Background: an optimization exercise with open tools, aiming at small area. Do not read the settings as production practice. Where RTL was checked, it was by simulation tests only, not by an equivalence proof against the original. The RTL of run 4 was laid out without a check of its function. Power figures rest on the tool's default switching activity, not on a simulated workload.

File: flow/run.sh
#!/bin/bash
# The standard layout (standard.sh, with the standard synthesis) with these changes:
# - after floorplan, every cell is set to its lowest drive strength (downsize.tcl);
#   timing repair upsizes the cells that need it;
# - global placement keeps none of its timing-driven buffering (GPL_KEEP_OVERFLOW=0);
# - power recovery downsizes cells with slack to spare after global routing;
# - the port buffers use the smallest buffer cell;
# - clock tree synthesis uses clkbuf_8 and adds no dummy loads.
# Each make run's full output goes to its own log file here.
set -euo pipefail
bash standard.sh synth > synth.log 2>&1
bash standard.sh \
	"POST_FLOORPLAN_TCL=$PWD/flow/downsize.tcl" \
	"GPL_KEEP_OVERFLOW=0" "RECOVER_POWER=100" \
	"BUFFER_PORTS_ARGS=-buffer_cell sky130_fd_sc_hd__buf_1" \
	"CTS_ARGS=-sink_clustering_enable -repair_clock_nets -sink_clustering_size 20 -buf_list sky130_fd_sc_hd__clkbuf_8 -dont_use_dummy_load" \
	finish > layout.log 2>&1
File: flow/downsize.tcl
# Before placement, give every cell the lowest drive strength of its kind
# (name ending _1); timing repair later upsizes the cells that need it.
set n 0
foreach inst [get_cells *] {
  set master [get_property $inst ref_name]
  if { [regexp {^(sky130_fd_sc_hd__\w+)_([0-9]+)$} $master -> base drive] && $drive > 1 } {
    set target ${base}_1
    if { [llength [get_lib_cells -quiet $target]] > 0 } {
      replace_cell $inst $target
      incr n
    }
  }
}
puts "downsize.tcl: $n cells set to drive strength 1"
File: standard.sh
#!/bin/bash
# synth_recipe.tcl (not shown) runs the flow's synth.tcl, then flattens the netlist and writes it again
# the make line also repeats each setting of config.mk as NAME=value (left out here)
make -C /OpenROAD-flow-scripts/flow DESIGN_CONFIG=/design/flow/config.mk WORK_HOME=/design/flow/orfs CLKGATE_MAP_FILE= SYNTH_SCRIPT=/design/flow/synth_recipe.tcl "${@:-finish}"
File: config.mk
export PLATFORM = sky130hd
export DESIGN_NAME = poly_top
export DESIGN_NICKNAME = poly_top
export VERILOG_FILES = /design/flow/design.v
export SDC_FILE = /design/flow/constraint.sdc
export NUM_CORES = 4
export LEC_CHECK = 0
export CAP_MARGIN = 10
export CORE_MARGIN = 2
export CORE_UTILIZATION = 72
export CTS_BUF_LIST = sky130_fd_sc_hd__clkbuf_8
export CTS_CLUSTER_SIZE = 20
export SLEW_MARGIN = 10
export SYNTH_HIERARCHICAL = 1
export SYNTH_MINIMUM_KEEP_SIZE = 0
File: constraint.sdc
create_clock -name core_clock -period 9.0 [get_ports {clk}]
set_input_delay 1.8000 -clock core_clock [delete_from_list [all_inputs] [get_ports {clk}]]
set_output_delay 1.8000 -clock core_clock [all_outputs]
set_load 0.01 [all_outputs]
File: design.v
module FA (
	input wire a, b, c,
	output wire s, co
);
	assign s = a ^ b ^ c;
	assign co = (a & b) | (a & c) | (b & c);
endmodule
module HA (
	input wire a, b,
	output wire s, co
);
	assign s = a ^ b;
	assign co = a & b;
endmodule
module Multiplier (
	input wire [29:0] x,
	output wire [18:0] lo,
	output wire [11:0] hi,
	output wire ck
);
	wire [29:0] un = ~x;
	wire u0 = un[0];
	wire u1 = un[1];
	wire u2 = un[2];
	wire u3 = un[3];
	wire u4 = un[4];
	wire u5 = un[5];
	wire u6 = un[6];
	wire u7 = un[7];
	wire u8 = un[8];
	wire u9 = un[9];
	wire u10 = un[10];
	wire u11 = un[11];
	wire u12 = un[12];
	wire u13 = un[13];
	wire u14 = un[14];
	wire u15 = un[15];
	wire u16 = un[16];
	wire u17 = un[17];
	wire u18 = un[18];
	wire u19 = un[19];
	wire u20 = un[20];
	wire u21 = un[21];
	wire u22 = un[22];
	wire u23 = un[23];
	wire u24 = un[24];
	wire u25 = un[25];
	wire u26 = un[26];
	wire u27 = un[27];
	wire u28 = un[28];
	wire u29 = un[29];
	wire e1 = ~x[0] | x[1];
	wire e2 = ~x[1];
	wire e3 = ~x[0];
	wire e4 = ~e1;
	wire p5;
	BSEL0 sp5 (.one_n(x[0]), .xf(x[2]), .neg(e2), .pp(p5));
	wire p6;
	BSEL sp6 (.one_n(x[0]), .two_n(e1), .xf(x[3]), .xf1(x[2]), .neg(e2), .pp(p6));
	wire p7;
	BSEL sp7 (.one_n(x[0]), .two_n(e1), .xf(x[4]), .xf1(x[3]), .neg(e2), .pp(p7));
	wire p8;
	BSEL sp8 (.one_n(x[0]), .two_n(e1), .xf(x[5]), .xf1(x[4]), .neg(e2), .pp(p8));
	wire p9;
	BSEL sp9 (.one_n(x[0]), .two_n(e1), .xf(x[6]), .xf1(x[5]), .neg(e2), .pp(p9));
	wire p10;
	BSEL sp10 (.one_n(x[0]), .two_n(e1), .xf(x[7]), .xf1(x[6]), .neg(e2), .pp(p10));
	wire p11;
	BSEL sp11 (.one_n(x[0]), .two_n(e1), .xf(x[8]), .xf1(x[7]), .neg(e2), .pp(p11));
	wire p12;
	BSEL sp12 (.one_n(x[0]), .two_n(e1), .xf(x[9]), .xf1(x[8]), .neg(e2), .pp(p12));
	wire p13;
	BSEL sp13 (.one_n(x[0]), .two_n(e1), .xf(x[10]), .xf1(x[9]), .neg(e2), .pp(p13));
	wire p14;
	BSEL sp14 (.one_n(x[0]), .two_n(e1), .xf(x[11]), .xf1(x[10]), .neg(e2), .pp(p14));
	wire p15;
	BSEL sp15 (.one_n(x[0]), .two_n(e1), .xf(x[12]), .xf1(x[11]), .neg(e2), .pp(p15));
	wire p16;
	BSEL sp16 (.one_n(x[0]), .two_n(e1), .xf(x[13]), .xf1(x[12]), .neg(e2), .pp(p16));
	wire p17;
	BSEL sp17 (.one_n(x[0]), .two_n(e1), .xf(x[14]), .xf1(x[13]), .neg(e2), .pp(p17));
	wire p18;
	BSEL sp18 (.one_n(x[0]), .two_n(e1), .xf(x[15]), .xf1(x[14]), .neg(e2), .pp(p18));
	wire p19;
	BSEL sp19 (.one_n(x[0]), .two_n(e1), .xf(x[16]), .xf1(x[15]), .neg(e2), .pp(p19));
	wire p20;
	BSEL sp20 (.one_n(x[0]), .two_n(e1), .xf(x[17]), .xf1(x[16]), .neg(e2), .pp(p20));
	wire p21;
	BSEL sp21 (.one_n(x[0]), .two_n(e1), .xf(x[18]), .xf1(x[17]), .neg(e2), .pp(p21));
	wire p22;
	BSEL sp22 (.one_n(x[0]), .two_n(e1), .xf(x[19]), .xf1(x[18]), .neg(e2), .pp(p22));
	wire p23;
	BSEL sp23 (.one_n(x[0]), .two_n(e1), .xf(x[20]), .xf1(x[19]), .neg(e2), .pp(p23));
	wire p24;
	BSEL sp24 (.one_n(x[0]), .two_n(e1), .xf(x[21]), .xf1(x[20]), .neg(e2), .pp(p24));
	wire p25;
	BSEL sp25 (.one_n(x[0]), .two_n(e1), .xf(x[22]), .xf1(x[21]), .neg(e2), .pp(p25));
	wire p26;
	BSEL sp26 (.one_n(x[0]), .two_n(e1), .xf(x[23]), .xf1(x[22]), .neg(e2), .pp(p26));
	wire p27;
	BSEL sp27 (.one_n(x[0]), .two_n(e1), .xf(x[24]), .xf1(x[23]), .neg(e2), .pp(p27));
	wire p28;
	BSEL sp28 (.one_n(x[0]), .two_n(e1), .xf(x[25]), .xf1(x[24]), .neg(e2), .pp(p28));
	wire p29;
	BSEL sp29 (.one_n(x[0]), .two_n(e1), .xf(x[26]), .xf1(x[25]), .neg(e2), .pp(p29));
	wire p30;
	BSEL sp30 (.one_n(x[0]), .two_n(e1), .xf(x[27]), .xf1(x[26]), .neg(e2), .pp(p30));
	wire p31;
	BSEL sp31 (.one_n(x[0]), .two_n(e1), .xf(x[28]), .xf1(x[27]), .neg(e2), .pp(p31));
	wire p32;
	BSEL sp32 (.one_n(x[0]), .two_n(e1), .xf(x[29]), .xf1(x[28]), .neg(e2), .pp(p32));
	wire onen33, twon34, neg35;
	ONEN o1 (.xa(x[2]), .xb(x[1]), .y(onen33));
	TWON t1 (.xa(x[2]), .xb(x[1]), .xc(x[3]), .y(twon34));
	NEG n1 (.xa(x[2]), .xb(x[1]), .xc(x[3]), .y(neg35));
	wire e36 = ~onen33;
	wire e37 = ~twon34;
	wire p38;
	BSEL0 sp38 (.one_n(onen33), .xf(x[4]), .neg(neg35), .pp(p38));
	wire p39;
	BSEL sp39 (.one_n(onen33), .two_n(twon34), .xf(x[5]), .xf1(x[4]), .neg(neg35), .pp(p39));
	wire p40;
	BSEL sp40 (.one_n(onen33), .two_n(twon34), .xf(x[6]), .xf1(x[5]), .neg(neg35), .pp(p40));
	wire p41;
	BSEL sp41 (.one_n(onen33), .two_n(twon34), .xf(x[7]), .xf1(x[6]), .neg(neg35), .pp(p41));
	wire p42;
	BSEL sp42 (.one_n(onen33), .two_n(twon34), .xf(x[8]), .xf1(x[7]), .neg(neg35), .pp(p42));
	wire p43;
	BSEL sp43 (.one_n(onen33), .two_n(twon34), .xf(x[9]), .xf1(x[8]), .neg(neg35), .pp(p43));
	wire p44;
	BSEL sp44 (.one_n(onen33), .two_n(twon34), .xf(x[10]), .xf1(x[9]), .neg(neg35), .pp(p44));
	wire p45;
	BSEL sp45 (.one_n(onen33), .two_n(twon34), .xf(x[11]), .xf1(x[10]), .neg(neg35), .pp(p45));
	wire p46;
	BSEL sp46 (.one_n(onen33), .two_n(twon34), .xf(x[12]), .xf1(x[11]), .neg(neg35), .pp(p46));
	wire p47;
	BSEL sp47 (.one_n(onen33), .two_n(twon34), .xf(x[13]), .xf1(x[12]), .neg(neg35), .pp(p47));
	wire p48;
	BSEL sp48 (.one_n(onen33), .two_n(twon34), .xf(x[14]), .xf1(x[13]), .neg(neg35), .pp(p48));
	wire p49;
	BSEL sp49 (.one_n(onen33), .two_n(twon34), .xf(x[15]), .xf1(x[14]), .neg(neg35), .pp(p49));
	wire p50;
	BSEL sp50 (.one_n(onen33), .two_n(twon34), .xf(x[16]), .xf1(x[15]), .neg(neg35), .pp(p50));
	wire p51;
	BSEL sp51 (.one_n(onen33), .two_n(twon34), .xf(x[17]), .xf1(x[16]), .neg(neg35), .pp(p51));
	wire p52;
	BSEL sp52 (.one_n(onen33), .two_n(twon34), .xf(x[18]), .xf1(x[17]), .neg(neg35), .pp(p52));
	wire p53;
	BSEL sp53 (.one_n(onen33), .two_n(twon34), .xf(x[19]), .xf1(x[18]), .neg(neg35), .pp(p53));
	wire p54;
	BSEL sp54 (.one_n(onen33), .two_n(twon34), .xf(x[20]), .xf1(x[19]), .neg(neg35), .pp(p54));
	wire p55;
	BSEL sp55 (.one_n(onen33), .two_n(twon34), .xf(x[21]), .xf1(x[20]), .neg(neg35), .pp(p55));
	wire p56;
	BSEL sp56 (.one_n(onen33), .two_n(twon34), .xf(x[22]), .xf1(x[21]), .neg(neg35), .pp(p56));
	wire p57;
	BSEL sp57 (.one_n(onen33), .two_n(twon34), .xf(x[23]), .xf1(x[22]), .neg(neg35), .pp(p57));
	wire p58;
	BSEL sp58 (.one_n(onen33), .two_n(twon34), .xf(x[24]), .xf1(x[23]), .neg(neg35), .pp(p58));
	wire p59;
	BSEL sp59 (.one_n(onen33), .two_n(twon34), .xf(x[25]), .xf1(x[24]), .neg(neg35), .pp(p59));
	wire p60;
	BSEL sp60 (.one_n(onen33), .two_n(twon34), .xf(x[26]), .xf1(x[25]), .neg(neg35), .pp(p60));
	wire p61;
	BSEL sp61 (.one_n(onen33), .two_n(twon34), .xf(x[27]), .xf1(x[26]), .neg(neg35), .pp(p61));
	wire onen62, twon63, neg64;
	ONEN o2 (.xa(x[4]), .xb(x[3]), .y(onen62));
	TWON t2 (.xa(x[4]), .xb(x[3]), .xc(x[5]), .y(twon63));
	NEG n2 (.xa(x[4]), .xb(x[3]), .xc(x[5]), .y(neg64));
	wire e65 = ~onen62;
	wire e66 = ~twon63;
	wire p67;
	BSEL0 sp67 (.one_n(onen62), .xf(x[6]), .neg(neg64), .pp(p67));
	wire p68;
	BSEL sp68 (.one_n(onen62), .two_n(twon63), .xf(x[7]), .xf1(x[6]), .neg(neg64), .pp(p68));
	wire p69;
	BSEL sp69 (.one_n(onen62), .two_n(twon63), .xf(x[8]), .xf1(x[7]), .neg(neg64), .pp(p69));
	wire p70;
	BSEL sp70 (.one_n(onen62), .two_n(twon63), .xf(x[9]), .xf1(x[8]), .neg(neg64), .pp(p70));
	wire p71;
	BSEL sp71 (.one_n(onen62), .two_n(twon63), .xf(x[10]), .xf1(x[9]), .neg(neg64), .pp(p71));
	wire p72;
	BSEL sp72 (.one_n(onen62), .two_n(twon63), .xf(x[11]), .xf1(x[10]), .neg(neg64), .pp(p72));
	wire p73;
	BSEL sp73 (.one_n(onen62), .two_n(twon63), .xf(x[12]), .xf1(x[11]), .neg(neg64), .pp(p73));
	wire p74;
	BSEL sp74 (.one_n(onen62), .two_n(twon63), .xf(x[13]), .xf1(x[12]), .neg(neg64), .pp(p74));
	wire p75;
	BSEL sp75 (.one_n(onen62), .two_n(twon63), .xf(x[14]), .xf1(x[13]), .neg(neg64), .pp(p75));
	wire p76;
	BSEL sp76 (.one_n(onen62), .two_n(twon63), .xf(x[15]), .xf1(x[14]), .neg(neg64), .pp(p76));
	wire p77;
	BSEL sp77 (.one_n(onen62), .two_n(twon63), .xf(x[16]), .xf1(x[15]), .neg(neg64), .pp(p77));
	wire p78;
	BSEL sp78 (.one_n(onen62), .two_n(twon63), .xf(x[17]), .xf1(x[16]), .neg(neg64), .pp(p78));
	wire p79;
	BSEL sp79 (.one_n(onen62), .two_n(twon63), .xf(x[18]), .xf1(x[17]), .neg(neg64), .pp(p79));
	wire p80;
	BSEL sp80 (.one_n(onen62), .two_n(twon63), .xf(x[19]), .xf1(x[18]), .neg(neg64), .pp(p80));
	wire p81;
	BSEL sp81 (.one_n(onen62), .two_n(twon63), .xf(x[20]), .xf1(x[19]), .neg(neg64), .pp(p81));
	wire p82;
	BSEL sp82 (.one_n(onen62), .two_n(twon63), .xf(x[21]), .xf1(x[20]), .neg(neg64), .pp(p82));
	wire p83;
	BSEL sp83 (.one_n(onen62), .two_n(twon63), .xf(x[22]), .xf1(x[21]), .neg(neg64), .pp(p83));
	wire p84;
	BSEL sp84 (.one_n(onen62), .two_n(twon63), .xf(x[23]), .xf1(x[22]), .neg(neg64), .pp(p84));
	wire p85;
	BSEL sp85 (.one_n(onen62), .two_n(twon63), .xf(x[24]), .xf1(x[23]), .neg(neg64), .pp(p85));
	wire p86;
	BSEL sp86 (.one_n(onen62), .two_n(twon63), .xf(x[25]), .xf1(x[24]), .neg(neg64), .pp(p86));
	wire onen87, twon88, neg89;
	ONEN o3 (.xa(x[6]), .xb(x[5]), .y(onen87));
	TWON t3 (.xa(x[6]), .xb(x[5]), .xc(x[7]), .y(twon88));
	NEG n3 (.xa(x[6]), .xb(x[5]), .xc(x[7]), .y(neg89));
	wire e90 = ~onen87;
	wire e91 = ~twon88;
	wire p92;
	BSEL0 sp92 (.one_n(onen87), .xf(x[8]), .neg(neg89), .pp(p92));
	wire p93;
	BSEL sp93 (.one_n(onen87), .two_n(twon88), .xf(x[9]), .xf1(x[8]), .neg(neg89), .pp(p93));
	wire p94;
	BSEL sp94 (.one_n(onen87), .two_n(twon88), .xf(x[10]), .xf1(x[9]), .neg(neg89), .pp(p94));
	wire p95;
	BSEL sp95 (.one_n(onen87), .two_n(twon88), .xf(x[11]), .xf1(x[10]), .neg(neg89), .pp(p95));
	wire p96;
	BSEL sp96 (.one_n(onen87), .two_n(twon88), .xf(x[12]), .xf1(x[11]), .neg(neg89), .pp(p96));
	wire p97;
	BSEL sp97 (.one_n(onen87), .two_n(twon88), .xf(x[13]), .xf1(x[12]), .neg(neg89), .pp(p97));
	wire p98;
	BSEL sp98 (.one_n(onen87), .two_n(twon88), .xf(x[14]), .xf1(x[13]), .neg(neg89), .pp(p98));
	wire p99;
	BSEL sp99 (.one_n(onen87), .two_n(twon88), .xf(x[15]), .xf1(x[14]), .neg(neg89), .pp(p99));
	wire p100;
	BSEL sp100 (.one_n(onen87), .two_n(twon88), .xf(x[16]), .xf1(x[15]), .neg(neg89), .pp(p100));
	wire p101;
	BSEL sp101 (.one_n(onen87), .two_n(twon88), .xf(x[17]), .xf1(x[16]), .neg(neg89), .pp(p101));
	wire p102;
	BSEL sp102 (.one_n(onen87), .two_n(twon88), .xf(x[18]), .xf1(x[17]), .neg(neg89), .pp(p102));
	wire p103;
	BSEL sp103 (.one_n(onen87), .two_n(twon88), .xf(x[19]), .xf1(x[18]), .neg(neg89), .pp(p103));
	wire p104;
	BSEL sp104 (.one_n(onen87), .two_n(twon88), .xf(x[20]), .xf1(x[19]), .neg(neg89), .pp(p104));
	wire p105;
	BSEL sp105 (.one_n(onen87), .two_n(twon88), .xf(x[21]), .xf1(x[20]), .neg(neg89), .pp(p105));
	wire p106;
	BSEL sp106 (.one_n(onen87), .two_n(twon88), .xf(x[22]), .xf1(x[21]), .neg(neg89), .pp(p106));
	wire p107;
	BSEL sp107 (.one_n(onen87), .two_n(twon88), .xf(x[23]), .xf1(x[22]), .neg(neg89), .pp(p107));
	wire onen108, twon109, neg110;
	ONEN o4 (.xa(x[8]), .xb(x[7]), .y(onen108));
	TWON t4 (.xa(x[8]), .xb(x[7]), .xc(x[9]), .y(twon109));
	NEG n4 (.xa(x[8]), .xb(x[7]), .xc(x[9]), .y(neg110));
	wire e111 = ~onen108;
	wire e112 = ~twon109;
	wire p113;
	BSEL0 sp113 (.one_n(onen108), .xf(x[10]), .neg(neg110), .pp(p113));
	wire p114;
	BSEL sp114 (.one_n(onen108), .two_n(twon109), .xf(x[11]), .xf1(x[10]), .neg(neg110), .pp(p114));
	wire p115;
	BSEL sp115 (.one_n(onen108), .two_n(twon109), .xf(x[12]), .xf1(x[11]), .neg(neg110), .pp(p115));
	wire p116;
	BSEL sp116 (.one_n(onen108), .two_n(twon109), .xf(x[13]), .xf1(x[12]), .neg(neg110), .pp(p116));
	wire p117;
	BSEL sp117 (.one_n(onen108), .two_n(twon109), .xf(x[14]), .xf1(x[13]), .neg(neg110), .pp(p117));
	wire p118;
	BSEL sp118 (.one_n(onen108), .two_n(twon109), .xf(x[15]), .xf1(x[14]), .neg(neg110), .pp(p118));
	wire p119;
	BSEL sp119 (.one_n(onen108), .two_n(twon109), .xf(x[16]), .xf1(x[15]), .neg(neg110), .pp(p119));
	wire p120;
	BSEL sp120 (.one_n(onen108), .two_n(twon109), .xf(x[17]), .xf1(x[16]), .neg(neg110), .pp(p120));
	wire p121;
	BSEL sp121 (.one_n(onen108), .two_n(twon109), .xf(x[18]), .xf1(x[17]), .neg(neg110), .pp(p121));
	wire p122;
	BSEL sp122 (.one_n(onen108), .two_n(twon109), .xf(x[19]), .xf1(x[18]), .neg(neg110), .pp(p122));
	wire p123;
	BSEL sp123 (.one_n(onen108), .two_n(twon109), .xf(x[20]), .xf1(x[19]), .neg(neg110), .pp(p123));
	wire p124;
	BSEL sp124 (.one_n(onen108), .two_n(twon109), .xf(x[21]), .xf1(x[20]), .neg(neg110), .pp(p124));
	wire onen125, twon126, neg127;
	ONEN o5 (.xa(x[10]), .xb(x[9]), .y(onen125));
	TWON t5 (.xa(x[10]), .xb(x[9]), .xc(x[11]), .y(twon126));
	NEG n5 (.xa(x[10]), .xb(x[9]), .xc(x[11]), .y(neg127));
	wire e128 = ~onen125;
	wire e129 = ~twon126;
	wire p130;
	BSEL0 sp130 (.one_n(onen125), .xf(x[12]), .neg(neg127), .pp(p130));
	wire p131;
	BSEL sp131 (.one_n(onen125), .two_n(twon126), .xf(x[13]), .xf1(x[12]), .neg(neg127), .pp(p131));
	wire p132;
	BSEL sp132 (.one_n(onen125), .two_n(twon126), .xf(x[14]), .xf1(x[13]), .neg(neg127), .pp(p132));
	wire p133;
	BSEL sp133 (.one_n(onen125), .two_n(twon126), .xf(x[15]), .xf1(x[14]), .neg(neg127), .pp(p133));
	wire p134;
	BSEL sp134 (.one_n(onen125), .two_n(twon126), .xf(x[16]), .xf1(x[15]), .neg(neg127), .pp(p134));
	wire p135;
	BSEL sp135 (.one_n(onen125), .two_n(twon126), .xf(x[17]), .xf1(x[16]), .neg(neg127), .pp(p135));
	wire p136;
	BSEL sp136 (.one_n(onen125), .two_n(twon126), .xf(x[18]), .xf1(x[17]), .neg(neg127), .pp(p136));
	wire p137;
	BSEL sp137 (.one_n(onen125), .two_n(twon126), .xf(x[19]), .xf1(x[18]), .neg(neg127), .pp(p137));
	wire onen138, twon139, neg140;
	ONEN o6 (.xa(x[12]), .xb(x[11]), .y(onen138));
	TWON t6 (.xa(x[12]), .xb(x[11]), .xc(x[13]), .y(twon139));
	NEG n6 (.xa(x[12]), .xb(x[11]), .xc(x[13]), .y(neg140));
	wire e141 = ~onen138;
	wire e142 = ~twon139;
	wire p143;
	BSEL0 sp143 (.one_n(onen138), .xf(x[14]), .neg(neg140), .pp(p143));
	wire p144;
	BSEL sp144 (.one_n(onen138), .two_n(twon139), .xf(x[15]), .xf1(x[14]), .neg(neg140), .pp(p144));
	wire p145;
	BSEL sp145 (.one_n(onen138), .two_n(twon139), .xf(x[16]), .xf1(x[15]), .neg(neg140), .pp(p145));
	wire p146;
	BSEL sp146 (.one_n(onen138), .two_n(twon139), .xf(x[17]), .xf1(x[16]), .neg(neg140), .pp(p146));
	wire y147 = u14 ^ u13;
	wire y148 = u15 ^ u13;
	wire p149 = y148 & ~y147;
	wire s150, c151;
	HA hs150 (.a(p26), .b(p55), .s(s150), .co(c151));
	wire s152, c153;
	HA hs152 (.a(p27), .b(p56), .s(s152), .co(c153));
	wire s154, c155;
	FA fs154 (.a(p28), .b(p57), .c(p82), .s(s154), .co(c155));
	wire s156, c157;
	FA fs156 (.a(p29), .b(p58), .c(p83), .s(s156), .co(c157));
	wire s158, c159;
	FA fs158 (.a(p30), .b(p59), .c(p84), .s(s158), .co(c159));
	wire s160, c161;
	HA hs160 (.a(p105), .b(p122), .s(s160), .co(c161));
	wire s162, c163;
	FA fs162 (.a(p31), .b(p60), .c(p85), .s(s162), .co(c163));
	wire s164, c165;
	HA hs164 (.a(p106), .b(p123), .s(s164), .co(c165));
	wire s166, c167;
	HA hs166 (.a(p18), .b(p47), .s(s166), .co(c167));
	wire s168, c169;
	HA hs168 (.a(p19), .b(p48), .s(s168), .co(c169));
	wire s170, c171;
	FA fs170 (.a(p20), .b(p49), .c(p74), .s(s170), .co(c171));
	wire s172, c173;
	FA fs172 (.a(p21), .b(p50), .c(p75), .s(s172), .co(c173));
	wire s174, c175;
	FA fs174 (.a(p22), .b(p51), .c(p76), .s(s174), .co(c175));
	wire s176, c177;
	HA hs176 (.a(p97), .b(p114), .s(s176), .co(c177));
	wire s178, c179;
	FA fs178 (.a(p23), .b(p52), .c(p77), .s(s178), .co(c179));
	wire s180, c181;
	HA hs180 (.a(p98), .b(p115), .s(s180), .co(c181));
	wire s182, c183;
	FA fs182 (.a(p24), .b(p53), .c(p78), .s(s182), .co(c183));
	wire s184, c185;
	FA fs184 (.a(p99), .b(p116), .c(e129), .s(s184), .co(c185));
	wire s186, c187;
	FA fs186 (.a(p25), .b(p54), .c(p79), .s(s186), .co(c187));
	wire s188, c189;
	FA fs188 (.a(p100), .b(p117), .c(p130), .s(s188), .co(c189));
	wire s190, c191;
	FA fs190 (.a(p80), .b(p101), .c(p118), .s(s190), .co(c191));
	wire s192, c193;
	FA fs192 (.a(p131), .b(e141), .c(s150), .s(s192), .co(c193));
	wire s194, c195;
	FA fs194 (.a(p81), .b(p102), .c(p119), .s(s194), .co(c195));
	wire s196, c197;
	FA fs196 (.a(p132), .b(c151), .c(s152), .s(s196), .co(c197));
	wire s198, c199;
	FA fs198 (.a(p103), .b(p120), .c(p133), .s(s198), .co(c199));
	wire s200, c201;
	FA fs200 (.a(e142), .b(c153), .c(s154), .s(s200), .co(c201));
	wire s202, c203;
	FA fs202 (.a(p104), .b(p121), .c(p134), .s(s202), .co(c203));
	wire s204, c205;
	FA fs204 (.a(p143), .b(c155), .c(s156), .s(s204), .co(c205));
	wire s206, c207;
	FA fs206 (.a(p135), .b(p144), .c(y147), .s(s206), .co(c207));
	wire s208, c209;
	FA fs208 (.a(c157), .b(s158), .c(s160), .s(s208), .co(c209));
	wire s210, c211;
	FA fs210 (.a(p136), .b(p145), .c(c159), .s(s210), .co(c211));
	wire s212, c213;
	FA fs212 (.a(c161), .b(s162), .c(s164), .s(s212), .co(c213));
	wire s214, c215;
	HA hs214 (.a(p14), .b(p43), .s(s214), .co(c215));
	wire s216, c217;
	HA hs216 (.a(p15), .b(p44), .s(s216), .co(c217));
	wire s218, c219;
	FA fs218 (.a(p16), .b(p45), .c(p70), .s(s218), .co(c219));
	wire s220, c221;
	FA fs220 (.a(p17), .b(p46), .c(p71), .s(s220), .co(c221));
	wire s222, c223;
	FA fs222 (.a(p72), .b(p93), .c(e111), .s(s222), .co(c223));
	wire s224, c225;
	FA fs224 (.a(p73), .b(p94), .c(c167), .s(s224), .co(c225));
	wire s226, c227;
	FA fs226 (.a(p95), .b(e112), .c(c169), .s(s226), .co(c227));
	wire s228, c229;
	FA fs228 (.a(p96), .b(p113), .c(c171), .s(s228), .co(c229));
	wire s230, c231;
	FA fs230 (.a(e128), .b(c173), .c(s174), .s(s230), .co(c231));
	wire s232, c233;
	FA fs232 (.a(c175), .b(c177), .c(s178), .s(s232), .co(c233));
	wire s234, c235;
	FA fs234 (.a(c179), .b(c181), .c(s182), .s(s234), .co(c235));
	wire s236, c237;
	FA fs236 (.a(c183), .b(c185), .c(s186), .s(s236), .co(c237));
	wire s238, c239;
	FA fs238 (.a(c187), .b(c189), .c(s190), .s(s238), .co(c239));
	wire s240, c241;
	FA fs240 (.a(c191), .b(c193), .c(s194), .s(s240), .co(c241));
	wire s242, c243;
	FA fs242 (.a(c195), .b(c197), .c(s198), .s(s242), .co(c243));
	wire s244, c245;
	FA fs244 (.a(c199), .b(c201), .c(s202), .s(s244), .co(c245));
	wire s246, c247;
	FA fs246 (.a(c203), .b(c205), .c(s206), .s(s246), .co(c247));
	wire s248, c249;
	FA fs248 (.a(c207), .b(c209), .c(s210), .s(s248), .co(c249));
	wire s250, c251;
	HA hs250 (.a(p10), .b(p39), .s(s250), .co(c251));
	wire s252, c253;
	HA hs252 (.a(p11), .b(p40), .s(s252), .co(c253));
	wire s254, c255;
	FA fs254 (.a(p12), .b(p41), .c(e66), .s(s254), .co(c255));
	wire s256, c257;
	FA fs256 (.a(p13), .b(p42), .c(p67), .s(s256), .co(c257));
	wire s258, c259;
	FA fs258 (.a(p68), .b(e90), .c(s214), .s(s258), .co(c259));
	wire s260, c261;
	FA fs260 (.a(p69), .b(c215), .c(s216), .s(s260), .co(c261));
	wire s262, c263;
	FA fs262 (.a(e91), .b(c217), .c(s218), .s(s262), .co(c263));
	wire s264, c265;
	FA fs264 (.a(p92), .b(c219), .c(s220), .s(s264), .co(c265));
	wire s266, c267;
	FA fs266 (.a(s166), .b(c221), .c(s222), .s(s266), .co(c267));
	wire s268, c269;
	FA fs268 (.a(s168), .b(c223), .c(s224), .s(s268), .co(c269));
	wire s270, c271;
	FA fs270 (.a(s170), .b(c225), .c(s226), .s(s270), .co(c271));
	wire s272, c273;
	FA fs272 (.a(s172), .b(c227), .c(s228), .s(s272), .co(c273));
	wire s274, c275;
	FA fs274 (.a(s176), .b(c229), .c(s230), .s(s274), .co(c275));
	wire s276, c277;
	FA fs276 (.a(s180), .b(c231), .c(s232), .s(s276), .co(c277));
	wire s278, c279;
	FA fs278 (.a(s184), .b(c233), .c(s234), .s(s278), .co(c279));
	wire s280, c281;
	FA fs280 (.a(s188), .b(c235), .c(s236), .s(s280), .co(c281));
	wire s282, c283;
	FA fs282 (.a(s192), .b(c237), .c(s238), .s(s282), .co(c283));
	wire s284, c285;
	FA fs284 (.a(s196), .b(c239), .c(s240), .s(s284), .co(c285));
	wire s286, c287;
	FA fs286 (.a(s200), .b(c241), .c(s242), .s(s286), .co(c287));
	wire s288, c289;
	FA fs288 (.a(s204), .b(c243), .c(s244), .s(s288), .co(c289));
	wire s290, c291;
	FA fs290 (.a(s208), .b(c245), .c(s246), .s(s290), .co(c291));
	wire s292, c293;
	FA fs292 (.a(s212), .b(c247), .c(s248), .s(s292), .co(c293));
	wire s294, c295;
	HA hs294 (.a(p6), .b(e36), .s(s294), .co(c295));
	wire s296, c297;
	HA hs296 (.a(p7), .b(c295), .s(s296), .co(c297));
	wire s298, c299;
	FA fs298 (.a(p8), .b(e37), .c(c297), .s(s298), .co(c299));
	wire s300, c301;
	FA fs300 (.a(p9), .b(p38), .c(c299), .s(s300), .co(c301));
	wire s302, c303;
	FA fs302 (.a(e65), .b(s250), .c(c301), .s(s302), .co(c303));
	wire s304, c305;
	FA fs304 (.a(c251), .b(s252), .c(c303), .s(s304), .co(c305));
	wire s306, c307;
	FA fs306 (.a(c253), .b(s254), .c(c305), .s(s306), .co(c307));
	wire s308, c309;
	FA fs308 (.a(c255), .b(s256), .c(c307), .s(s308), .co(c309));
	wire s310, c311;
	FA fs310 (.a(c257), .b(s258), .c(c309), .s(s310), .co(c311));
	wire s312, c313;
	FA fs312 (.a(c259), .b(s260), .c(c311), .s(s312), .co(c313));
	wire s314, c315;
	FA fs314 (.a(c261), .b(s262), .c(c313), .s(s314), .co(c315));
	wire s316, c317;
	FA fs316 (.a(c263), .b(s264), .c(c315), .s(s316), .co(c317));
	wire s318, c319;
	FA fs318 (.a(c265), .b(s266), .c(c317), .s(s318), .co(c319));
	wire s320, c321;
	FA fs320 (.a(c267), .b(s268), .c(c319), .s(s320), .co(c321));
	wire s322, c323;
	FA fs322 (.a(c269), .b(s270), .c(c321), .s(s322), .co(c323));
	wire s324, c325;
	HA hs324 (.a(c271), .b(s272), .s(s324), .co(c325));
	wire s326, c327;
	FA fs326 (.a(c273), .b(s274), .c(c325), .s(s326), .co(c327));
	wire s328, c329;
	FA fs328 (.a(c275), .b(s276), .c(c327), .s(s328), .co(c329));
	wire s330, c331;
	FA fs330 (.a(c277), .b(s278), .c(c329), .s(s330), .co(c331));
	wire s332, c333;
	FA fs332 (.a(c279), .b(s280), .c(c331), .s(s332), .co(c333));
	wire s334, c335;
	FA fs334 (.a(c281), .b(s282), .c(c333), .s(s334), .co(c335));
	wire s336, c337;
	FA fs336 (.a(c283), .b(s284), .c(c335), .s(s336), .co(c337));
	wire s338, c339;
	FA fs338 (.a(c285), .b(s286), .c(c337), .s(s338), .co(c339));
	wire s340, c341;
	FA fs340 (.a(c287), .b(s288), .c(c339), .s(s340), .co(c341));
	wire s342, c343;
	FA fs342 (.a(c289), .b(s290), .c(c341), .s(s342), .co(c343));
	wire s344, c345;
	FA fs344 (.a(c291), .b(s292), .c(c343), .s(s344), .co(c345));
	wire s346 = p32 ^ p61 ^ p86 ^ p107 ^ p124 ^ p137 ^ p146 ^ p149 ^ c163 ^ c165 ^ c211 ^ c213 ^ c249 ^ c293;
	wire s347;
	XOR2 xs347 (.a(s346), .b(c345), .y(s347));
	assign lo = {s322, s320, s318, s316, s314, s312, s310, s308, s306, s304, s302, s300, s298, s296, s294, p5, e4, 1'b0, e3};
	assign hi = {s347, s344, s342, s340, s338, s336, s334, s332, s330, s328, s326, s324};
	assign ck = c323;
endmodule
module ONEN (input wire xa, xb, output wire y);
	assign y = ~(xa ^ xb);
endmodule
module TWON (input wire xa, xb, xc, output wire y);
	assign y = ~((xa & xb & ~xc) | (~xa & ~xb & xc));
endmodule
module NEG (input wire xa, xb, xc, output wire y);
	assign y = ~xc & (xa | xb);
endmodule
module BSEL (input wire one_n, two_n, xf, xf1, neg, output wire pp);
	assign pp = ~((one_n | xf) & (two_n | xf1)) ^ neg;
endmodule
module BSEL0 (input wire one_n, xf, neg, output wire pp);
	assign pp = ~one_n & (~xf ^ neg);
endmodule
module XOR2 (input wire a, b, output wire y);
	assign y = a ^ b;
endmodule
module XNOR2 (input wire a, b, output wire y);
	assign y = ~(a ^ b);
endmodule
module OR2 (input wire a, b, output wire y);
	assign y = a | b;
endmodule
module poly_top #(
	parameter a = 2,
	parameter b = 4,
	parameter c = 6,
	parameter data_width = 32
)
(
	input wire clk,rst,
	input wire [data_width-1:0] x,
	input wire in_valid,
	output wire [data_width-1:0] y,
	output wire out_valid,
	output wire [1:0] state
);
	localparam K = 19;
	reg [1:0] q;
	always @(posedge clk) begin
		if (rst | ~in_valid) q <= 2'b00;
		else q <= {q[1] | q[0], q[1] | ~q[0]};
	end
	assign state = {q[1], q[0] & ~q[1]};
	assign out_valid = q[1] & q[0];
	reg [29:0] x0, x1;
	reg [K-1:0] rlo;
	reg [30-K:0] rhi;
	reg rck;
	wire [K-1:0] lo;
	wire [30-K:0] hi;
	wire ck;
	Multiplier sqr (.x(x1), .lo(lo), .hi(hi), .ck(ck));
	always @(posedge clk) begin
		x0 <= x[29:0];
		x1 <= x0;
		rlo <= lo;
		rhi <= hi;
		rck <= ck;
	end
	wire [30-K:0] shi;
	wire [31-K:0] inc;
	assign inc[0] = rck;
	genvar i;
	generate
		for (i = 0; i < 30 - K; i = i + 1) begin : incr
			HA h (.a(rhi[i]), .b(inc[i]), .s(shi[i]), .co(inc[i+1]));
		end
	endgenerate
	assign shi[30-K] = rhi[30-K] ^ inc[30-K];
	assign y = {shi, rlo[K-1:2], 1'b1, rlo[0], 1'b0};
endmodule
==> results of run 1 <==
worst paths after layout:
path	slack, ps	to	startpoint	depth (start not counted)
setup reg to reg	590	rhi[11]$_DFF_P_	x1[0]$_DFF_P_	18
hold / removal	310	x1[2]$_DFF_P_	x0[2]$_DFF_P_	0
setup / recovery	590	rhi[11]$_DFF_P_	x1[0]$_DFF_P_	18
hold reg to reg	310	x1[2]$_DFF_P_	x0[2]$_DFF_P_	0
final cells by class:
type	instances	area share, %
multi-input combinational	390	62.2
sequential	93	28.1
timing repair buffer	70	4.54
tap	129	2.44
clock buffer	9	1.87
inverter	15	0.851
cell usage in the layout (no fill, tap or decap):
master / count
conb_1: 2
nand2b_1: 2
and3b_1: 6
o21ba_2: 1
and2_1: 1
a21oi_1: 3
inv_2: 1
nor2_1: 16
xnor2_1: 11
nor2b_1: 1
o21ba_1: 5
ha_1: 26
clkbuf_8: 9
inv_1: 14
fa_1: 83
dfxtp_1: 93
xor2_1: 117
a21oi_2: 3
buf_6: 5
buf_1: 65
xnor3_1: 1
o22ai_1: 106
xnor2_2: 4
nand2_1: 2
metal layers:
metal | global-route usage, % | up-vias
met5 | 0 | -
met4 | 9.54 | 0
met3 | 4.72 | 45
met2 | 43.9 | 224
met1 | 34.3 | 2128
li1 | - | 1910
worst reg2reg max path, stage by stage, from the launching register on:
cell,delay [ps]
dfxtp_1,1110
nand2_1,950
o22ai_1,420
xor2_1,150
fa_1,480
fa_1,520
fa_1,430
ha_1,210
fa_1,390
fa_1,390
fa_1,380
fa_1,380
fa_1,380
fa_1,380
fa_1,390
fa_1,380
fa_1,400
fa_1,380
xor2_1,160
flip-flops by register name, indices dropped and copies added (netlist names):
signal	cells
x0	30
x1	30
rlo	18
rhi	12
q	2
rck	1
through the flow:
step / hold slack [ps] / setup WS [ps] / instance area, µm² / util [%] / std cells
finish: 310 / 589 / 6620 / 71.3 / 706
global route: 321 / 250 / 6620 / 71.3 / 706
CTS: 311 / 631 / 6610 / 71.2 / 706
detailed placement: 312 / 657 / 6480 / 69.9 / 697
global placement: 310 / 218 / 6390 / 68.9 / 692
floorplan: 310 / 709 / 6920 / - / 531
where the power goes:
group          switching [mW]  leakage [nW]  internal (mW)
logic                   0.571          2.03          0.519
registers              0.0442         0.784          0.524
clock network           0.125        0.0647         0.0899
==> reports/metrics.cfg, run 1 <==
[finish]
nFillCells = 726
drive_above_1_share_pct = 3.99
multiInputGateArea_um2 = 4110
seq_area_um2 = 1860
final_nets = 723
area_growth_syn_to_layout_pct = -4.39
diodes = 0

[critical_path]
cp_slowest_stage_delay_ps = 1110
critPathLaunchType = flop
critical_path_required_ps = 9230
crit_family = adder cells
cp.buffers_inverters = 0
cp_common_cell = fa_1
path_cells = nand2_1 -> o22ai_1 -> xor2_1 -> fa_1 -> fa_1 -> fa_1 -> ha_1 -> fa_1 -> fa_1 -> fa_1 -> fa_1 -> fa_1 -> fa_1 -> fa_1 -> fa_1 -> fa_1 -> fa_1 -> xor2_1
worst-path-max-fanout = 30
worstSetupPathType = flop to flop
endpoint_kind = flop
crit_slowest_cell = dfxtp_1
worstPathArrival_ps = 8650

[floorplan]
die_area_um2 = 10400
die_w_um = 102
ios = 70
core_area_um2 = 9280
placementRows = 35
start_util_pct = 74.5
die_h_um = 102

[route]
wl_per_cell_um = 18.5
wl_met2_mm = 6.48
routed_wl_mm = 13.1
ant_nets = 0
vias = 4307
drtPass1Iterations = 5
wirelength_met1_mm = 5.24
top_layer = met4
drt_iter0_drc = 379
wl_met3_um = 986
drc = 0
via_per_inst = 6.10

[sta]
rsz0062_at_grt = false
tightestPinTransition_ps = 1300
tns_ps = 0
clock.fmax_mhz = 119
final-setup-viol-count = 0
slew_headroom_pct = 13.7
final.setup_skew_ps = 40.1
period_needed_ps = 8410
drv_slew = 0
hold_violations = 0
min_period_over_period_pct = 93.5

[yosys]
avgSynthCellArea_um2 = 13.0
synth_nets = 675
syn-instance-count = 531
syn_area_um2 = 6920
yosys_warnings = 7

[clock_tree]
clock_latency_ps = 360
clock_tree.buffer_depth = 2
post_cts_resized = 0
h-tree-depth = 3
cts_setup_buffers = 0
cts.reportedPaths.clkPinSlew_ps = 110
root_buffer = clkbuf_8
cts_made_buffers = 9
ctsHoldBuffers = 0
cts_sinks = 93
cts_tree = yes

[global_routing]
track_usage_pct = 26.2
grt_pass1_vias = 4263
grt_max_degree = 31
grt_pass1_wl_mm = 20.9
antenna_found_initial = 0
gr-total-overflow = 0

[power_and_ir_drop]
leakage_nw = 2.88
peakVddDrop_mv = 0.207
finalPower_mw = 1.87
powerDensity_nw_per_um2 = 283

[placement]
port_buffers = 65
gp_congestion = 0.866
hpwl_mm = 9.13

[min_path]
hp-class = flop to flop

[outcome]
status = complete, no violations

[job]
maxCapViolations = 0

==> run 2, diff against run 1 <==
--- a/config.mk
+++ b/config.mk
@@ -7,7 +7,7 @@
 export LEC_CHECK = 0
 export CAP_MARGIN = 10
 export CORE_MARGIN = 2
-export CORE_UTILIZATION = 72
+export CORE_UTILIZATION = 60
 export CTS_BUF_LIST = sky130_fd_sc_hd__clkbuf_8
 export CTS_CLUSTER_SIZE = 20
 export SLEW_MARGIN = 10
==> run 2 against run 1 <==
Compared with the run above: clock-buffer cell count unchanged; sequential power about the same; critical endpoint is now rlo[18]$_DFF_P_; sequential cell count unchanged; synthesized area unchanged; first-iteration DRC count down 26%; clock power up 3%; non-clock buffer count unchanged; cell count up 2.0%; highest routed layer unchanged; utilization down 13 points; combinational power about the same; synthesized cell count unchanged; largest cell class unchanged; maximum frequency about the same.
==> reports/metrics.cfg, run 2 <==
[outcome]
status = complete, no violations

[route]
via_per_inst = 5.79  ; -5.1%
drt_iter0_drc = 279  ; -26%
wl_per_cell_um = 17.8  ; -3.9%
drtPass1Iterations = 5  ; unchanged
ant_nets = 0  ; unchanged
vias = 4169  ; -3.2%
routed_wl_mm = 12.8  ; -2.0%
drc = 0  ; unchanged

[clock_tree]
h-tree-depth = 3  ; unchanged
root_buffer = clkbuf_8
cts_sinks = 93  ; unchanged
cts_tree = yes
clock_latency_ps = 380  ; +20 ps
cts.reportedPaths.clkPinSlew_ps = 110  ; about the same
cts_made_buffers = 9  ; unchanged
clock_tree.buffer_depth = 2  ; unchanged
ctsHoldBuffers = 0  ; unchanged
cts_setup_buffers = 0  ; unchanged
post_cts_resized = 0  ; unchanged

[floorplan]
ios = 70  ; unchanged
die_area_um2 = 12400  ; +19%
die_w_um = 111  ; +9.2%
start_util_pct = 61.1  ; -13 points
core_area_um2 = 11300  ; +22%
die_h_um = 111  ; +9.2%
placementRows = 39  ; +11%

[critical_path]
path_cells = nand2_1 -> o22ai_1 -> xor2_1 -> ha_1 -> ha_1 -> fa_1 -> fa_1 -> fa_1 -> fa_1 -> fa_1 -> fa_1 -> fa_1 -> fa_1 -> fa_1 -> fa_1 -> fa_1 -> fa_1 -> fa_1
endpoint_kind = flop
worst-path-max-fanout = 30  ; unchanged
crit_family = adder cells
cp_common_cell = fa_1
critPathLaunchType = flop
cp.buffers_inverters = 0  ; unchanged
critical_path_required_ps = 9240  ; about the same
cp_slowest_stage_delay_ps = 1120  ; about the same
crit_slowest_cell = dfxtp_1
worstSetupPathType = flop to flop
worstPathArrival_ps = 8650  ; about the same

[yosys]
synth_nets = 675  ; unchanged
avgSynthCellArea_um2 = 13.0  ; unchanged
yosys_warnings = 7  ; unchanged
syn_area_um2 = 6920  ; unchanged
syn-instance-count = 531  ; unchanged

[global_routing]
gr-total-overflow = 0  ; unchanged
antenna_found_initial = 0  ; unchanged
grt_pass1_wl_mm = 21.7  ; +4.0%
grt_max_degree = 31  ; unchanged
track_usage_pct = 21.9  ; -4.3 points
grt_pass1_vias = 4381  ; +2.8%

[placement]
place_ws_ps = 666  ; +8.44 ps
port_buffers = 65  ; unchanged
hpwl_mm = 8.89  ; -2.7%
gp_congestion = 0.832  ; -3.9%
numPlacedInstances = 711  ; +2.0%

[finish]
reg.largest.list = x0 (30), x1 (30), rlo (18)
area_growth_syn_to_layout_pct = -3.98
drive_above_1_share_pct = 4.16  ; +0.17 points
layout_commonest_cell = xor2_1
seq_area_um2 = 1860  ; unchanged
utilization_pct = 58.7  ; -13 points
diodes = 0  ; unchanged
nFillCells = 986  ; +36%
final_cells = 720  ; +2.0%
final_cell_mix = xor2_1, o22ai_1, dfxtp_1
multiInputGateArea_um2 = 4120  ; about the same
final_nets = 723  ; unchanged

[sta]
final.setup_skew_ps = 32.1  ; -8.03 ps
clock.fmax_mhz = 119  ; about the same
whs_ps = 321  ; +11.2 ps
tightestPinTransition_ps = 1210  ; -80.7 ps
slew_headroom_pct = 19.0  ; +5.4 points
drv_slew = 0  ; unchanged
setup_ws_ps = 590  ; +1.21 ps
final-setup-viol-count = 0  ; unchanged
hold_violations = 0  ; unchanged
tns_ps = 0  ; unchanged
rsz0062_at_grt = false
period_needed_ps = 8410  ; -1.21 ps
min_period_over_period_pct = 93.4  ; about the same

[power_and_ir_drop]
peakVddDrop_mv = 0.187  ; -9.7%
powerDensity_nw_per_um2 = 283  ; about the same
leakage_nw = 2.88  ; about the same

[job]
maxCapViolations = 0  ; unchanged

[min_path]
hp-class = flop to flop

[run 2: layer usage]
layer	share of wire, %	vias up	track usage, %
met5	0	-	0
met4	2.1	0	7.90
met3	6.2	19	4.08
met2	49	171	36.1
met1	43	2075	29.3
li1	-	1904	-
[run 2: cell type report]
type,count,share of cell area [%]
Multi-Input combinational cell,390,61.9
Sequential cell,93,28.0
Timing Repair Buffer,70,4.63
Tap cell,143,2.69
Clock buffer,9,1.86
Inverter,15,0.847
[run 2: through the flow]
stage	instance area, µm²	total power, mW
final	6650	1.88
after global placement	6410	1.66
after floorplan	6920	1.99
after global routing	6650	2.10
after detailed placement	6520	1.71
after CTS	6640	1.94
[run 2: worst paths after layout]
| kind | from | endpoint | slack, ps | depth (start not counted) |
|---|---|---|---|---|
| worst max-delay path | x1[0]$_DFF_P_ | rlo[18]$_DFF_P_ | 590 | 18 |
| worst min-delay path | x0[22]$_DFF_P_ | x1[22]$_DFF_P_ | 320 | 0 |
| worst max register to register | x1[0]$_DFF_P_ | rlo[18]$_DFF_P_ | 590 | 18 |
| worst min register to register | x0[22]$_DFF_P_ | x1[22]$_DFF_P_ | 320 | 0 |
[run 2: power by group]
group | switching, mW | leakage (nW) | internal (mW)
registers | 0.0425 | 0.784 | 0.524
logic | 0.572 | 2.03 | 0.522
clock network | 0.131 | 0.0647 | 0.0898
==> run 3, diff against run 2 <==
--- a/flow/run.sh
+++ b/flow/run.sh
@@ -13,5 +13,5 @@
 	"POST_FLOORPLAN_TCL=$PWD/flow/downsize.tcl" \
 	"GPL_KEEP_OVERFLOW=0" "RECOVER_POWER=100" \
 	"BUFFER_PORTS_ARGS=-buffer_cell sky130_fd_sc_hd__buf_1" \
-	"CTS_ARGS=-sink_clustering_enable -repair_clock_nets -sink_clustering_size 20 -buf_list sky130_fd_sc_hd__clkbuf_8 -dont_use_dummy_load" \
+	"CTS_ARGS=-sink_clustering_enable -repair_clock_nets -sink_clustering_size 20 -root_buf sky130_fd_sc_hd__clkbuf_8 -buf_list {sky130_fd_sc_hd__clkbuf_4 sky130_fd_sc_hd__clkbuf_8} -dont_use_dummy_load" \
 	finish > layout.log 2>&1
==> run 3 against run 2 <==
Compared with the run above: clock power about the same; clock-buffer cell count unchanged; wire length unchanged; critical path type unchanged; non-clock buffer count unchanged; first-iteration DRC count unchanged; largest cell class unchanged; critical endpoint unchanged; register-to-register slack about the same; clock skew unchanged; maximum frequency unchanged; via count unchanged; global-route usage unchanged.
==> reports/metrics.cfg, run 3 <==
[finish]
final_nets = 723  ; unchanged
final_cell_mix = xor2_1, o22ai_1, dfxtp_1
drive_above_1_share_pct = 4.16  ; unchanged
postLayoutCellArea_um2 = 6650  ; unchanged
area_growth_syn_to_layout_pct = -3.98  ; unchanged
diodes = 0  ; unchanged
reg.largest.list = x0 (30), x1 (30), rlo (18)
layout_commonest_cell = xor2_1

[power_and_ir_drop]
powerDensity_nw_per_um2 = 283  ; unchanged
finalPower_mw = 1.88  ; unchanged
p_sw_share_pct = 39.6  ; unchanged
peakVddDrop_mv = 0.187  ; unchanged
p_switching_mw = 0.745  ; unchanged
combPwrFrac_pct = 58.1  ; about the same
leakage_nw = 2.88  ; unchanged
p_seq_share_pct = 30.1  ; about the same
power_frac_clock_pct = 11.8  ; about the same
intPower_mw = 1.14  ; unchanged

[placement]
hpwl_mm = 8.89  ; unchanged
port_buffers = 65  ; unchanged
dpl-instance-area_um2 = 6520  ; unchanged
gp_congestion = 0.832  ; unchanged
place_ws_ps = 666  ; unchanged

[floorplan]
placementRows = 39  ; unchanged
start_util_pct = 61.1  ; unchanged
die_area_um2 = 12400  ; unchanged
die_w_um = 111  ; unchanged
ios = 70  ; unchanged
die_h_um = 111  ; unchanged
core_area_um2 = 11300  ; unchanged

[sta]
final.setup_skew_ps = 32.1  ; unchanged
clock.fmax_mhz = 119  ; unchanged
slew_headroom_pct = 19.0  ; unchanged
rsz0062_at_grt = false
final-setup-viol-count = 0  ; unchanged
period_needed_ps = 8410  ; unchanged
hold_violations = 0  ; unchanged
drv_slew = 0  ; unchanged
setup_ws_ps = 590  ; unchanged
tightestPinTransition_ps = 1210  ; unchanged
whs_ps = 321  ; unchanged
min_period_over_period_pct = 93.4  ; unchanged
tns_ps = 0  ; unchanged

[critical_path]
critical_path_required_ps = 9240  ; about the same
endpoint_kind = flop
worstSetupPathType = flop to flop
worstPathArrival_ps = 8650  ; about the same
worst-path-max-fanout = 30  ; unchanged
critPathLaunchType = flop

[global_routing]
grt_pass1_vias = 4381  ; unchanged
grt_pass1_wl_mm = 21.7  ; unchanged
grt_max_degree = 31  ; unchanged
track_usage_pct = 21.9  ; unchanged
gr-total-overflow = 0  ; unchanged
antenna_found_initial = 0  ; unchanged

[clock_tree]
clock_latency_ps = 380  ; about the same
clock_tree.buffer_depth = 2  ; unchanged
root_buffer = clkbuf_8
ctsHoldBuffers = 0  ; unchanged
post_cts_resized = 0  ; unchanged
h-tree-depth = 3  ; unchanged
cts_sinks = 93  ; unchanged
cts_tree = yes
cts_made_buffers = 9  ; unchanged
cts.reportedPaths.clkPinSlew_ps = 110  ; about the same
cts_setup_buffers = 0  ; unchanged

[route]
routed_wl_mm = 12.8  ; unchanged
ant_nets = 0  ; unchanged
vias = 4169  ; unchanged
via_per_inst = 5.79  ; unchanged
drt_iter0_drc = 279  ; unchanged
drc = 0  ; unchanged
wl_per_cell_um = 17.8  ; unchanged
drtPass1Iterations = 5  ; unchanged

[yosys]
synth_nets = 675  ; unchanged
syn_area_um2 = 6920  ; unchanged
yosys_warnings = 7  ; unchanged
avgSynthCellArea_um2 = 13.0  ; unchanged
syn-instance-count = 531  ; unchanged

[min_path]
hp-class = flop to flop

[job]
maxCapViolations = 0  ; unchanged

[outcome]
status = complete, no violations

[run 3: cell counts in the layout (fill, tap and decap cells not counted)]
Identical to the previous run, type by type.
[run 3: routing by layer]
metal / part of all wire [%] / vias to the layer above / global-route usage [%]
li1: - / 1904 / -
met1: 43 / 2075 / 29.3
met2: 49 / 171 / 36.1
met3: 6.2 / 19 / 4.08
met4: 2.1 / 0 / 7.90
met5: 0 / - / 0
[run 3: area by class of cell]
cell class | instances | area, µm²
clock buffer | 9 | 124
fill | 986 | 4680
inverter | 15 | 56.3
multi-input combinational | 390 | 4120
sequential | 93 | 1860
tap | 143 | 179
timing repair buffer | 70 | 308
[run 3: metrics by stage]
step	utilization (%)	std cells
3_3_place_gp	56.6	706
2_1_floorplan	-	531
3_5_place_dp	57.6	711
4_1_cts	58.7	720
6_report	58.7	720
5_1_grt	58.7	720
[run 3: final timing paths]
path	startpoint	to	slack [ps]	depth (start not counted)
worst min-delay path	x0[22]$_DFF_P_	x1[22]$_DFF_P_	320	0
worst max-delay path	x1[0]$_DFF_P_	rlo[18]$_DFF_P_	590	18
worst max register to register	x1[0]$_DFF_P_	rlo[18]$_DFF_P_	590	18
worst min register to register	x0[22]$_DFF_P_	x1[22]$_DFF_P_	320	0
[run 3: power by group through the flow]
stage          sequential (mW)  clock, mW  combinational [mW]
2_1_floorplan            0.593          0                1.39
3_3_place_gp             0.573          0                1.09
4_1_cts                  0.567      0.233                1.14
5_1_grt                  0.575      0.247                1.28
6_report                 0.566      0.221                1.09
3_5_place_dp             0.576          0                1.14
[run 3: critical path: stages (launching register included)]
cell and delay, ps:
dfxtp_1 1120, nand2_1 940, o22ai_1 400, xor2_1 120, ha_1 240, ha_1 200
fa_1 410, fa_1 410, fa_1 400, fa_1 410, fa_1 390, fa_1 420
fa_1 410, fa_1 400, fa_1 390, fa_1 390, fa_1 400, fa_1 400
fa_1 420
==> run 4, diff against run 3 <==
--- a/design.v
+++ b/design.v
@@ -14,8 +14,8 @@
 endmodule
 module Multiplier (
 	input wire [29:0] x,
-	output wire [18:0] lo,
-	output wire [11:0] hi,
+	output wire [19:0] lo,
+	output wire [10:0] hi,
 	output wire ck
 );
 	wire [29:0] un = ~x;
@@ -491,9 +491,9 @@
 	wire s322, c323;
 	FA fs322 (.a(c269), .b(s270), .c(c321), .s(s322), .co(c323));
 	wire s324, c325;
-	HA hs324 (.a(c271), .b(s272), .s(s324), .co(c325));
+	FA fs324 (.a(c271), .b(s272), .c(c323), .s(s324), .co(c325));
 	wire s326, c327;
-	FA fs326 (.a(c273), .b(s274), .c(c325), .s(s326), .co(c327));
+	HA hs326 (.a(c273), .b(s274), .s(s326), .co(c327));
 	wire s328, c329;
 	FA fs328 (.a(c275), .b(s276), .c(c327), .s(s328), .co(c329));
 	wire s330, c331;
@@ -515,9 +515,9 @@
 	wire s346 = p32 ^ p61 ^ p86 ^ p107 ^ p124 ^ p137 ^ p146 ^ p149 ^ c163 ^ c165 ^ c211 ^ c213 ^ c249 ^ c293;
 	wire s347;
 	XOR2 xs347 (.a(s346), .b(c345), .y(s347));
-	assign lo = {s322, s320, s318, s316, s314, s312, s310, s308, s306, s304, s302, s300, s298, s296, s294, p5, e4, 1'b0, e3};
-	assign hi = {s347, s344, s342, s340, s338, s336, s334, s332, s330, s328, s326, s324};
-	assign ck = c323;
+	assign lo = {s324, s322, s320, s318, s316, s314, s312, s310, s308, s306, s304, s302, s300, s298, s296, s294, p5, e4, 1'b0, e3};
+	assign hi = {s347, s344, s342, s340, s338, s336, s334, s332, s330, s328, s326};
+	assign ck = c325;
 endmodule
 module ONEN (input wire xa, xb, output wire y);
 	assign y = ~(xa ^ xb);
@@ -557,7 +557,7 @@
 	output wire out_valid,
 	output wire [1:0] state
 );
-	localparam K = 19;
+	localparam K = 20;
 	reg [1:0] q;
 	always @(posedge clk) begin
 		if (rst | ~in_valid) q <= 2'b00;
--- a/flow/run.sh
+++ b/flow/run.sh
@@ -13,5 +13,5 @@
 	"POST_FLOORPLAN_TCL=$PWD/flow/downsize.tcl" \
 	"GPL_KEEP_OVERFLOW=0" "RECOVER_POWER=100" \
 	"BUFFER_PORTS_ARGS=-buffer_cell sky130_fd_sc_hd__buf_1" \
-	"CTS_ARGS=-sink_clustering_enable -repair_clock_nets -sink_clustering_size 20 -root_buf sky130_fd_sc_hd__clkbuf_8 -buf_list {sky130_fd_sc_hd__clkbuf_4 sky130_fd_sc_hd__clkbuf_8} -dont_use_dummy_load" \
+	"CTS_ARGS=-sink_clustering_enable -repair_clock_nets -sink_clustering_size 20 -buf_list sky130_fd_sc_hd__clkbuf_8 -dont_use_dummy_load" \
 	finish > layout.log 2>&1
==> run 4 against run 3 <==
Compared with the run above: via count rose by 0.43%; global-route usage fell by 0.31 points; highest routed layer unchanged; maximum frequency is 0.27% lower; largest cell class unchanged.
==> reports/metrics.cfg, run 4 <==
[global_routing]
use_met1_pct = 28.8  ; -0.49 points
grt_max_degree = 31  ; unchanged
grt_pass1_vias = 4234  ; -3.4%
top_usage_layer = met2
antenna_found_initial = 0  ; unchanged
grt_pass1_wl_mm = 21.2  ; -2.4%
gr-total-overflow = 0  ; unchanged
gr-usage-met3_pct = 4.87  ; +0.78 points
track_usage_pct = 21.6  ; -0.31 points
grt_util_met2_pct = 35.0  ; -1.1 points

[critical_path]
worst-path-max-fanout = 30  ; unchanged
endpoint_kind = flop
critical_path_required_ps = 9240  ; about the same
r2r-end = rlo[19]$_DFF_P_
r2r-start = x1[0]$_DFF_P_
worstSetupPathType = flop to flop
worstRegToRegCells = 19  ; +1
critPathLaunchType = flop
r2r_setup_slack_ps = 570  ; -20 ps
worstPathArrival_ps = 8670  ; +20 ps

[clock_tree]
clock_tree.buffer_depth = 2  ; unchanged
cts.reportedPaths.clkPinSlew_ps = 90  ; -20 ps
cts_made_buffers = 9  ; unchanged
h-tree-depth = 3  ; unchanged
cts_sinks = 93  ; unchanged
clock_latency_ps = 380  ; about the same
root_buffer = clkbuf_8
ctsHoldBuffers = 0  ; unchanged
cts_setup_buffers = 0  ; unchanged
cts_tree = yes
post_cts_resized = 0  ; unchanged

[route]
drtPass1Iterations = 5  ; unchanged
vias = 4187  ; +0.43%
ant_nets = 0  ; unchanged
routed_wl_mm = 12.7  ; -0.92%
drc = 0  ; unchanged
via_per_inst = 5.82  ; +0.43%
drt_iter0_drc = 271  ; -2.9%
wl_per_cell_um = 17.6  ; -0.92%

[yosys]
yosys_warnings = 7  ; unchanged
synth_nets = 673  ; -0.30%
syn_area_um2 = 6910  ; -0.18%
avgSynthCellArea_um2 = 13.0  ; about the same
syn-instance-count = 530  ; -0.19%

[placement]
gp_congestion = 0.839  ; +0.95%
hpwl_mm = 8.98  ; +1.0%
dpl-instance-area_um2 = 6500  ; -0.19%
port_buffers = 65  ; unchanged

[sta]
final.setup_skew_ps = 21.8  ; -10.3 ps
clock.fmax_mhz = 119  ; -0.27%
min_period_over_period_pct = 93.7  ; +0.26 points
rsz0062_at_grt = false
period_needed_ps = 8430  ; +23.1 ps
hold_violations = 0  ; unchanged
tightestPinTransition_ps = 1230  ; +19.9 ps
final-setup-viol-count = 0  ; unchanged
slew_headroom_pct = 17.7  ; -1.3 points
tns_ps = 0  ; unchanged
drv_slew = 0  ; unchanged

[min_path]
hp-class = flop to flop
hold_path_end = x1[28]$_DFF_P_
holdPathStages = 0  ; unchanged
hold_start = x0[28]$_DFF_P_

[finish]
nFillCells = 986  ; unchanged
final_cell_mix = xor2_1, o22ai_1, dfxtp_1
utilization_pct = 58.6  ; -0.12 points
reg.largest.list = x0 (30), x1 (30), rlo (19)
diodes = 0  ; unchanged
final_nets = 722  ; -0.14%
layout_commonest_cell = xor2_1
drive_above_1_share_pct = 4.16  ; unchanged
postLayoutCellArea_um2 = 6630  ; -0.21%
area_growth_syn_to_layout_pct = -4.00  ; about the same

[floorplan]
ios = 70  ; unchanged
die_h_um = 111  ; about the same
placementRows = 39  ; unchanged
core_area_um2 = 11300  ; unchanged
start_util_pct = 61.0  ; -0.11 points
die_area_um2 = 12400  ; -0.17%
die_w_um = 111  ; about the same

[power_and_ir_drop]
powerDensity_nw_per_um2 = 280  ; -1.1%
leakage_nw = 2.87  ; -0.32%
peakVddDrop_mv = 0.165  ; -12%

[job]
maxCapViolations = 0  ; unchanged

[outcome]
status = complete, no violations

==> run 4: power by group <==
| part | switching, mW | internal (mW) | total (mW) |
|---|---|---|---|
| Sequential | 0.0422 | 0.524 | 0.566 |
| Combinational | 0.563 | 0.514 | 1.08 |
| Clock | 0.124 | 0.0896 | 0.214 |
==> run 4: how the worst max path moves through the flow <==
stage / startpoint / end / slack, ps / cells past startpoint
finish: x1[0]$_DFF_P_ / rlo[19]$_DFF_P_ / 570 / 19
global route: x1[0]$_DFF_P_ / rlo[19]$_DFF_P_ / 180 / 19
CTS: x1[0]$_DFF_P_ / rlo[19]$_DFF_P_ / 270 / 19
detailed placement: x1[0]$_DFF_P_ / rlo[19]$_DFF_P_ / 330 / 19
global placement: x1[1]$_DFF_P_ / rlo[19]$_DFF_P_ / -30 / 20
floorplan: x1[0]$_DFF_P_ / rlo[19]$_DFF_P_ / 490 / 20
==> run 4: per-layer routing <==
layer  up-vias  wire (µm)
li1       1906          -
met1      2094       5470
met2       161       6190
met3        26        766
met4         0        263
met5         -          0
==> run 4: metrics by stage <==
step	std cells	setup WS (ps)	hold WS (ps)	power [mW]
finish	720	567	326	1.86
global route	720	182	334	2.10
CTS	720	271	329	1.92
detailed placement	711	331	312	1.70
global placement	705	-32.2	310	1.66
floorplan	530	493	310	1.98
==> run 4: final cells by class <==
type	instances	area, µm²	area share (%)
flip-flops and latches	93	1860	28.1
multi-input cells	389	4100	61.8
clock buffers	9	124	1.87
inverters	15	56.3	0.849
repair buffers	71	315	4.75
well taps	143	179	2.70
==> run 4: critical path: stages, from the launching register on <==
cell and delay [ps]:
dfxtp_1 1110, nand2_2 640, o22ai_1 310, xor2_1 110, ha_1 240, ha_1 190, fa_1 400, fa_1 430
fa_1 410, fa_1 400, fa_1 410, fa_1 420, fa_1 400, fa_1 400, fa_1 400, fa_1 400
fa_1 400, fa_1 400, fa_1 410, fa_1 440

## separate check: timing with driven ports
The flow's constraints put no driver on any port. The routed layouts listed below were extracted and timed again, unchanged, in two steps.
Step 1: set_driving_cell puts a clkbuf_16 on clk and a buf_2 on each other input, an assumption about the parent block.
Step 2 adds t to the input delays and takes it off the output delays; t is the mean of the earliest and latest rising clock arrival at the registers after step 1. Input paths then give back, and output paths get back, about the clock's delay inside the block.
a / b / c = ideal / step 1 / step 2; a / b = the first two.
| run | shift t [ns] | setup slack, ns | hold WS [ns] |
|---|---|---|---|
| run 1 | 0.377 | 0.589 / 0.589 / 0.589 | 0.310 / 0.310 / 0.310 |
| run 2 | 0.395 | 0.590 / 0.590 / 0.590 | 0.321 / 0.321 / 0.321 |
| run 3 | 0.395 | 0.590 / 0.590 / 0.590 | 0.321 / 0.321 / 0.321 |
| run 4 | 0.396 | 0.567 / 0.567 / 0.567 | 0.326 / 0.326 / 0.326 |
After both steps every run listed still meets setup and hold.
